From an optimization exercise on the open Yosys and OpenROAD flow, aimed at a short achievable clock period and few clock cycles; shortcuts taken in it are not production practice. Only simulation tests tie the RTL to the original design; equivalence was not proved. Power and IR drop assume default switching activity.

== run C ==
Design cpu, start of the top module:
module cpu #(
    parameter W = 32
) (
    input wire clk, rst,
    output wire[W-1:0] pc,
    input wire[W-1:0] read_inst,
    output reg load_en,
    output reg[W-1:0] l_addr,
    input wire[W-1:0] l_data,
    output reg store_en,
    output reg[W-1:0] s_addr,
    output reg[W-1:0] s_data
);
clock: 7.5 ns
lec_check: 0
abc_clock_period_in_ps: 2500
cap_margin: 20
core_margin: 2
core_utilization: 40
place_density: 0.6
setup_slack_margin: 4.5
slew_margin: 20
tns_end_percent: 100
run.sh (not shown) runs the stock make flow with config.mk's settings and CLKGATE_MAP_FILE= SYNTH_SCRIPT=/design/flow/synth_recipe.tcl, a recipe that flattens the netlist after the stock synthesis.
Testbench counts of run C, summed over its fixed seeds: cycles 52,872.
Here is what was changed in the inputs of run A compared with run C.
-- flow/design.v --
<<< run C, line 25
    reg        fhitD, fokD, fptD;    
    reg        pd_bb, pd_j, pd_rs, pd_rt;
    reg        vE;
    reg [31:0] A, B, SD, ALT;
>>> run A, line 25
    reg        fhitD, fokD, fptD;    
    reg        pd_bb, pd_j, pd_rs, pd_rt;
    reg        stall_r;          
    reg        vE;
    reg [31:0] A, B, SD, ALT;
<<< run C, line 118
        endcase
    end
    wire e_redirect = r_jr | (r_eq & a_eq_b) | (r_ne & ~a_eq_b) |
                      (r_le & (A[31] | a_zero)) | (r_gt & ~A[31] & ~a_zero) |
                      (r_lt & A[31]) | (r_ge & ~A[31]);
    wire [31:0] e_target = e_altfw ? m_res : ALT;
    wire [5:0] op = ir[31:26];
>>> run A, line 119
        endcase
    end
    wire e_redirect = vE & (r_jr | (r_eq & a_eq_b) | (r_ne & ~a_eq_b) |
                      (r_le & (A[31] | a_zero)) | (r_gt & ~A[31] & ~a_zero) |
                      (r_lt & A[31]) | (r_ge & ~A[31]));
    wire [31:0] e_target = e_altfw ? m_res : ALT;
    wire [5:0] op = ir[31:26];
<<< run C, line 159
    wire e_ld = vE & e_load & e_we;
    wire use_rt_x = use_rt & ~d_store;      
    wire stall = vD & e_ld &
                 ((pd_rs & (rs == e_dest)) | (pd_rt & (rt == e_dest)));
    wire d_sdld = e_ld & (rt == e_dest);
    wire e_fwd_ok = vE & e_we & ~e_load;
>>> run A, line 160
    wire e_ld = vE & e_load & e_we;
    wire use_rt_x = use_rt & ~d_store;      
    wire stall = vD & stall_r;
    wire d_sdld = e_ld & (rt == e_dest);
    wire e_fwd_ok = vE & e_we & ~e_load;
<<< run C, line 287
                       selA_fwd ? e_rest : A_early;
    wire go_E = vD & ~stall & ~e_redirect & ~rst;
    always @(posedge clk) begin
        if (rst) vE <= 1'b0;
>>> run A, line 287
                       selA_fwd ? e_rest : A_early;
    wire go_E = vD & ~stall & ~e_redirect & ~rst;
    always @(posedge clk)
        stall_r <= go_E & d_load & d_we &
                   ((f_use_rs & (f_rs == d_dest)) | (f_use_rt & (f_rt == d_dest)));
    wire go_Er = vD & ~stall & ~rst;         
    always @(posedge clk) begin
        if (rst) vE <= 1'b0;
<<< run C, line 332
        e_br   <= d_br;
        e_back <= d_back;
        r_jr <= go_E & (d_jr | d_jalr);
        r_eq <= go_E & d_br & ((d_beq & ~d_pred) | (d_bne & d_pred));
        r_ne <= go_E & d_br & ((d_bne & ~d_pred) | (d_beq & d_pred));
        r_le <= go_E & d_br & ((d_blez & ~d_pred) | (d_bgtz & d_pred));
        r_gt <= go_E & d_br & ((d_bgtz & ~d_pred) | (d_blez & d_pred));
        r_lt <= go_E & d_br & d_rimm & ((~rt[0] & ~d_pred) | (rt[0] & d_pred));
        r_ge <= go_E & d_br & d_rimm & ((rt[0] & ~d_pred) | (~rt[0] & d_pred));
        e_jr   <= d_jr | d_jalr;
        e_pred <= d_pred;
>>> run A, line 336
        e_br   <= d_br;
        e_back <= d_back;
        r_jr <= go_Er & (d_jr | d_jalr);
        r_eq <= go_Er & d_br & ((d_beq & ~d_pred) | (d_bne & d_pred));
        r_ne <= go_Er & d_br & ((d_bne & ~d_pred) | (d_beq & d_pred));
        r_le <= go_Er & d_br & ((d_blez & ~d_pred) | (d_bgtz & d_pred));
        r_gt <= go_Er & d_br & ((d_bgtz & ~d_pred) | (d_blez & d_pred));
        r_lt <= go_Er & d_br & d_rimm & ((~rt[0] & ~d_pred) | (rt[0] & d_pred));
        r_ge <= go_Er & d_br & d_rimm & ((rt[0] & ~d_pred) | (~rt[0] & d_pred));
        e_jr   <= d_jr | d_jalr;
        e_pred <= d_pred;
--- outcome ---
Detailed-route wire length on metal 1, run C and run A: higher on run A
The core utilization reported for run A is smaller than that of run C by 1.1 points.
From run C to run A the numbers moved as follows: final instance area lower, sequential share of layout area higher.
Pre-CTS setup slack improves in run A relative to run C.
Non-clock buffer area fraction after layout (higher): run C
Run A vs run C — depth of the critical timing path with buffers and inverters included dropped 1.
Compared with run C, in run A total power of the final layout went down by about 0.9%; total power divided by cell area went up by about 1.1%.
Diff run C -> run A: worst setup slack -0.12 ns, non-clock buffer count -117, aggregate routed wire length -2.6%.
Testbench counts of run A, summed over its fixed seeds: cycles 52,872.

cpu, a different RTL version from the one above (not shown whole).
Size in the first run: about 8400 cells after synthesis, ~2400 flip-flops, about 200 I/O pins.
Settings: LEC_CHECK=0, ABC_CLOCK_PERIOD_IN_PS=2500, CAP_MARGIN=20, CORE_MARGIN=2, CORE_UTILIZATION=40, PLACE_DENSITY=0.6, SETUP_SLACK_MARGIN=4.5, SLEW_MARGIN=20, TNS_END_PERCENT=100; clock period 7.5 ns.
Testbench counts at the start, summed over its fixed seeds: cycles 52,872.
Rerun with:
--- a/flow/design.v
+++ b/flow/design.v
@@ -19,17 +19,16 @@
     reg [31:0] pcD, pc4D;
     reg [31:0] pc4Dn;            
     reg [31:0] rsF, rtF;         
     reg        w_we;             
     reg [4:0]  w_dest;
     reg [31:0] w_val;
     reg        fhitD, fokD, fptD;    
     reg        pd_bb, pd_j, pd_rs, pd_rt;
-    reg        stall_r;          
     reg        vE;
     reg [31:0] A, B, SD, ALT;
     reg [31:0] An;               
     reg        e_add, e_sub, e_and, e_or, e_xor, e_nor, e_slt, e_sltu, e_sll, e_srl, e_sra;
     reg        e_load, e_store, e_we;
     reg [4:0]  e_dest;
     reg [2:0]  e_mode;
     reg        e_br, e_jr, e_pred;
@@ -113,19 +112,19 @@
             3'd0: taken = a_eq_b;
             3'd1: taken = ~a_eq_b;
             3'd2: taken = A[31] | a_zero;
             3'd3: taken = ~A[31] & ~a_zero;
             3'd4: taken = A[31];
             default: taken = ~A[31];
         endcase
     end
-    wire e_redirect = r_jr | (r_eq & a_eq_b) | (r_ne & ~a_eq_b) |
+    wire e_redirect = vE & (r_jr | (r_eq & a_eq_b) | (r_ne & ~a_eq_b) |
                       (r_le & (A[31] | a_zero)) | (r_gt & ~A[31] & ~a_zero) |
-                      (r_lt & A[31]) | (r_ge & ~A[31]);
+                      (r_lt & A[31]) | (r_ge & ~A[31]));
     wire [31:0] e_target = e_altfw ? m_res : ALT;
     wire [5:0] op = ir[31:26];
     wire [5:0] fn = ir[5:0];
     wire [4:0] rs = ir[25:21];
     wire [4:0] rt = ir[20:16];
     wire [4:0] rd = ir[15:11];
     wire [15:0] im = ir[15:0];
     wire rtype = (op == 6'b000000);
@@ -154,17 +153,18 @@
         if (rtype) d_dest = (d_rr | d_shi | d_shv | d_jalr) ? rd : 5'd0;
         else if (d_jal) d_dest = 5'd31;
         else if (d_imm | d_load) d_dest = rt;
         else d_dest = 5'd0;
     end
     wire d_we = (d_dest != 5'd0);
     wire e_ld = vE & e_load & e_we;
     wire use_rt_x = use_rt & ~d_store;      
-    wire stall = vD & stall_r;
+    wire stall = vD & e_ld &
+                 ((pd_rs & (rs == e_dest)) | (pd_rt & (rt == e_dest)));
     wire d_sdld = e_ld & (rt == e_dest);
     wire e_fwd_ok = vE & e_we & ~e_load;
     wire [4:0] f_rs = read_inst[25:21];
     wire [4:0] f_rt = read_inst[20:16];
     wire [31:0] f_rsv = (f_rs == 5'd0) ? 32'b0 : regs[f_rs];
     wire [31:0] f_rtv = (f_rt == 5'd0) ? 32'b0 : regs[f_rt];
     wire [31:0] rf_rs = (w_we & (w_dest == rs)) ? w_val : rsF;
     wire [31:0] rf_rt = (w_we & (w_dest == rt)) ? w_val : rtF;
@@ -281,19 +281,17 @@
         else if (d_lui) B_early = {im, 16'b0};
         else if (d_imm & op[2]) B_early = zext;             
         else if (d_imm | d_load | d_store) B_early = sext;
         else B_early = rt_m;
     end
     wire [31:0] A_nx = (selA_fwd & e_add) ? sum_a : (selA_fwd & e_sub) ? sum_s :
                        selA_fwd ? e_rest : A_early;
     wire go_E = vD & ~stall & ~e_redirect & ~rst;
-    always @(posedge clk)
-        stall_r <= go_E & d_load & d_we &
-                   ((f_use_rs & (f_rs == d_dest)) | (f_use_rt & (f_rt == d_dest)));
+    wire go_Er = vD & ~stall & ~rst;         
     always @(posedge clk) begin
         if (rst) vE <= 1'b0;
         else vE <= go_E;
         A <= A_nx;
         An <= ~A_nx;
         if (selB_fwd & e_add) B <= sum_a;
         else if (selB_fwd & e_sub) B <= sum_s;
         else if (selB_fwd) B <= e_rest;
@@ -329,23 +327,23 @@
             6'b100001: e_mode <= 3'd1;
             6'b100101: e_mode <= 3'd2;
             6'b100000: e_mode <= 3'd3;
             6'b100100: e_mode <= 3'd4;
             default:   e_mode <= 3'd0;
         endcase
         e_br   <= d_br;
         e_back <= d_back;
-        r_jr <= go_E & (d_jr | d_jalr);
-        r_eq <= go_E & d_br & ((d_beq & ~d_pred) | (d_bne & d_pred));
-        r_ne <= go_E & d_br & ((d_bne & ~d_pred) | (d_beq & d_pred));
-        r_le <= go_E & d_br & ((d_blez & ~d_pred) | (d_bgtz & d_pred));
-        r_gt <= go_E & d_br & ((d_bgtz & ~d_pred) | (d_blez & d_pred));
-        r_lt <= go_E & d_br & d_rimm & ((~rt[0] & ~d_pred) | (rt[0] & d_pred));
-        r_ge <= go_E & d_br & d_rimm & ((rt[0] & ~d_pred) | (~rt[0] & d_pred));
+        r_jr <= go_Er & (d_jr | d_jalr);
+        r_eq <= go_Er & d_br & ((d_beq & ~d_pred) | (d_bne & d_pred));
+        r_ne <= go_Er & d_br & ((d_bne & ~d_pred) | (d_beq & d_pred));
+        r_le <= go_Er & d_br & ((d_blez & ~d_pred) | (d_bgtz & d_pred));
+        r_gt <= go_Er & d_br & ((d_bgtz & ~d_pred) | (d_blez & d_pred));
+        r_lt <= go_Er & d_br & d_rimm & ((~rt[0] & ~d_pred) | (rt[0] & d_pred));
+        r_ge <= go_Er & d_br & d_rimm & ((rt[0] & ~d_pred) | (~rt[0] & d_pred));
         e_jr   <= d_jr | d_jalr;
         e_pred <= d_pred;
         if (d_beq) e_bt <= 3'd0;
         else if (d_bne) e_bt <= 3'd1;
         else if (d_blez) e_bt <= 3'd2;
         else if (d_bgtz) e_bt <= 3'd3;
         else if (rt[0]) e_bt <= 3'd5;
         else e_bt <= 3'd4;
Effect: The new run completed without violations. Cell area shrinks slightly. Worst hold slack gets better by 0.027 ns. Wire length goes down slightly. Clock skew falls by 0.014 ns. Area after synthesis falls slightly. Power rises slightly. Final cell count went down slightly. Count of clock-buffer cells in the layout came out higher by 14. Die area fell slightly. Via count is lower slightly. Sequential power hardly moves.
Testbench counts after the change, summed over its fixed seeds: cycles 52,872.

## afterwards: timing with drivers on the ports
Ports are ideal in the flow. The routed layouts listed here were re-timed in OpenROAD. Step 1, drivers: a clkbuf_16 drives clk and a buf_2 each remaining input, both assumed. Step 2, shift: input delay + t, output delay - t, t = (earliest + latest rising clock arrival at the registers) / 2. This alone moves slack from input paths to output paths. a / b / c = no drivers / after step 1 / after step 2; a / b = the first two.
| run | shift t [ns] | setup WS [ns] | clock arrival spread, ns | worst register clock-pin slew, ns |
|---|---|---|---|---|
| run C | 0.962 | 4.213 / 4.213 / 3.254 | 0.111 / 0.111 | 0.07 / 0.07 |
| run A | 0.980 | 4.095 / 4.095 / 3.331 | 0.097 / 0.097 | 0.07 / 0.07 |
| the first run of note 2 | 0.991 | 4.159 / 4.159 / 3.247 | 0.106 / 0.107 | 0.08 / 0.08 |
| the second run of note 2 | 0.986 | 4.054 / 4.054 / 3.309 | 0.092 / 0.093 | 0.07 / 0.07 |
After both steps every run listed still meets setup and hold. The setup slack of run C, which loses most, moves by 0.000 ns with the drivers and by -0.959 ns with both steps.
